Context: an optimization exercise on an open-source flow, tuned for small area. The choices shown serve that exercise and are no tape-out recipe. Function was checked by simulation only, so behaviour that the tests miss may differ from the original. The flow treats the clock pin as an ideal source, which a real chip does not have.

## snake_game
module snake_game(
    input clk,
    input resetButton,
    input palette,
    input step,
    input up, down, left, right,
    output [3:0]r,
    output [3:0]g,
    output [3:0]b,
    output vsync,
    output hsync,
    output [7:0]anode,
    output wire A,
    output wire B,
    output wire C,
    output wire D,
    output wire E,
    output wire F,
    output wire G,
    output wire [7:0] score_cnt
    );
==> flow/config.mk <==
export PLATFORM = sky130hd
export DESIGN_NAME = snake_game
export DESIGN_NICKNAME = snake_game
export VERILOG_FILES = /design/flow/design.v
export SDC_FILE = /design/flow/constraint.sdc
export NUM_CORES = 4
export LEC_CHECK = 0
export CAP_MARGIN = 0
export CORE_MARGIN = 2
export CORE_UTILIZATION = 72
export GPL_TIMING_DRIVEN = 0
export PLACE_DENSITY = 0.88
export SLEW_MARGIN = 0
export SYNTH_HIERARCHICAL = 1
==> flow/constraint.sdc <==
create_clock -name core_clock -period 20.0 [get_ports {clk}]
set_input_delay 4.0000 -clock core_clock [delete_from_list [all_inputs] [get_ports {clk}]]
set_output_delay 4.0000 -clock core_clock [all_outputs]
set_load 0.01 [all_outputs]
standard.sh (not shown) runs the stock make flow with config.mk's settings and CLKGATE_MAP_FILE= SYNTH_SCRIPT=/design/flow/synth_recipe.tcl, a recipe that flattens the netlist after the stock synthesis.
==> flow/flow/run.sh <==
#!/bin/bash
# Layout flow: the standard ORFS flow (standard.sh), with these changes:
#  - ABC maps the logic with an area-oriented script (Yosys, registers and
#    everything else in synthesis unchanged);
#  - ports are buffered with sky130_fd_sc_hd__buf_1;
#  - clock tree: clkbuf_8 buffers, no dummy loads; after CTS, clock buffers
#    that drive only flip-flops, at most 8 of them, become clkbuf_4.
# Each tool's output goes to orfs/logs/ as usual; make's output to flow.log.
set -euo pipefail
W=$(pwd)
rm -rf "$W/scripts"
cp -r "$FLOW_HOME/scripts" "$W/scripts"
cat > "$W/scripts/abc_speed.script" <<'ABC'
&get -n
&st
&syn2
&dch -f
&nf -R 1000 -p -F 16 -A 16 -C 32
&st
&syn4
&dch -f
&nf -R 1000 -p -F 16 -A 16 -C 32
&st
&syn4
&dch -f
&nf -R 1000 -p -F 16 -A 16 -C 32
&put
ABC
export SCRIPTS_DIR="$W/scripts"
export BUFFER_PORTS_ARGS="-buffer_cell sky130_fd_sc_hd__buf_1"
export CTS_ARGS="-sink_clustering_enable -repair_clock_nets -dont_use_dummy_load -buf_list sky130_fd_sc_hd__clkbuf_8"
cat > "$W/post_cts.tcl" <<'TCL'
# Downsize lightly loaded leaf clock buffers.
foreach inst [[ord::get_db_block] getInsts] {
  if {[string match "clkbuf_*" [$inst getName]] && [[$inst getMaster] getName] eq "sky130_fd_sc_hd__clkbuf_8"} {
    set net [[$inst findITerm X] getNet]
    set leaf 1
    set n 0
    foreach it [$net getITerms] {
      if {[$it isOutputSignal]} continue
      incr n
      if {![string match "*df*" [[[$it getInst] getMaster] getName]]} { set leaf 0 }
    }
    if {$leaf && $n <= 8} {
      puts "post_cts: [$inst getName] drives $n flip-flops, now clkbuf_4"
      replace_cell [$inst getName] sky130_fd_sc_hd__clkbuf_4
    }
  }
}
TCL
export POST_CTS_TCL="$W/post_cts.tcl"
bash standard.sh > "$W/flow.log" 2>&1
The starting point passed the timing, DRC and antenna checks.
Rerun with:
==> flow/flow/run.sh (replaced) <==
#!/bin/bash
# Layout flow: the standard ORFS flow (standard.sh), with these changes:
#  - ABC maps the logic with an area-oriented script (Yosys, registers and
#    everything else in synthesis unchanged);
#  - ports are buffered with sky130_fd_sc_hd__buf_1;
#  - clock tree: clkbuf_8 buffers in clusters of up to 25 flip-flops, no dummy loads.
# Each tool's output goes to orfs/logs/ as usual; make's output to flow.log.
set -euo pipefail
W=$(pwd)
rm -rf "$W/scripts"
cp -r "$FLOW_HOME/scripts" "$W/scripts"
cat > "$W/scripts/abc_speed.script" <<'ABC'
&get -n
&st
&syn2
&dch -f
&nf -R 1000 -p -F 8 -A 8
&st
&syn4
&dch -f
&nf -R 1000 -p -F 8 -A 8
&st
&syn4
&dch -f
&nf -R 1000 -p -F 8 -A 8
&put
ABC
export SCRIPTS_DIR="$W/scripts"
export BUFFER_PORTS_ARGS="-buffer_cell sky130_fd_sc_hd__buf_1"
export CTS_ARGS="-sink_clustering_enable -repair_clock_nets -dont_use_dummy_load -buf_list sky130_fd_sc_hd__clkbuf_8 -sink_clustering_size 25 -sink_clustering_max_diameter 80"
bash standard.sh > "$W/flow.log" 2>&1
Effect: Core utilization goes up by 0.78 points. Clock-buffer cell count is unchanged. Die area goes up by 0.32%. Synthesized area goes up by 0.33%. Global-route usage goes down by 0.52 points. Routed wire length goes down by 2.3%. Via count goes down by 0.52%.

-- static timing again, ports no longer ideal --
In the flow no input, the clock included, has a driving cell. The finished layouts below were timed again as built, in two steps. Step 1, drivers: a clkbuf_16 drives clk and a buf_2 each remaining input, both assumed. Step 2, shift: input delay + t, output delay - t, t = (earliest + latest rising clock arrival at the registers) / 2. This alone moves slack from input paths to output paths. Three values: ideal, step 1, step 2; two values: the first two.
| run | t, ns | slack for setup (ns) | latest minus earliest clock arrival (ns) | cell pins on the clock port's net |
|---|---|---|---|---|
| the first run | 0.475 | 9.227 / 9.227 / 9.227 | 0.043 / 0.043 | 1 |
| the second run | 0.482 | 9.294 / 9.294 / 9.294 | 0.030 / 0.030 | 1 |
After both steps setup and hold are still met in every run listed.
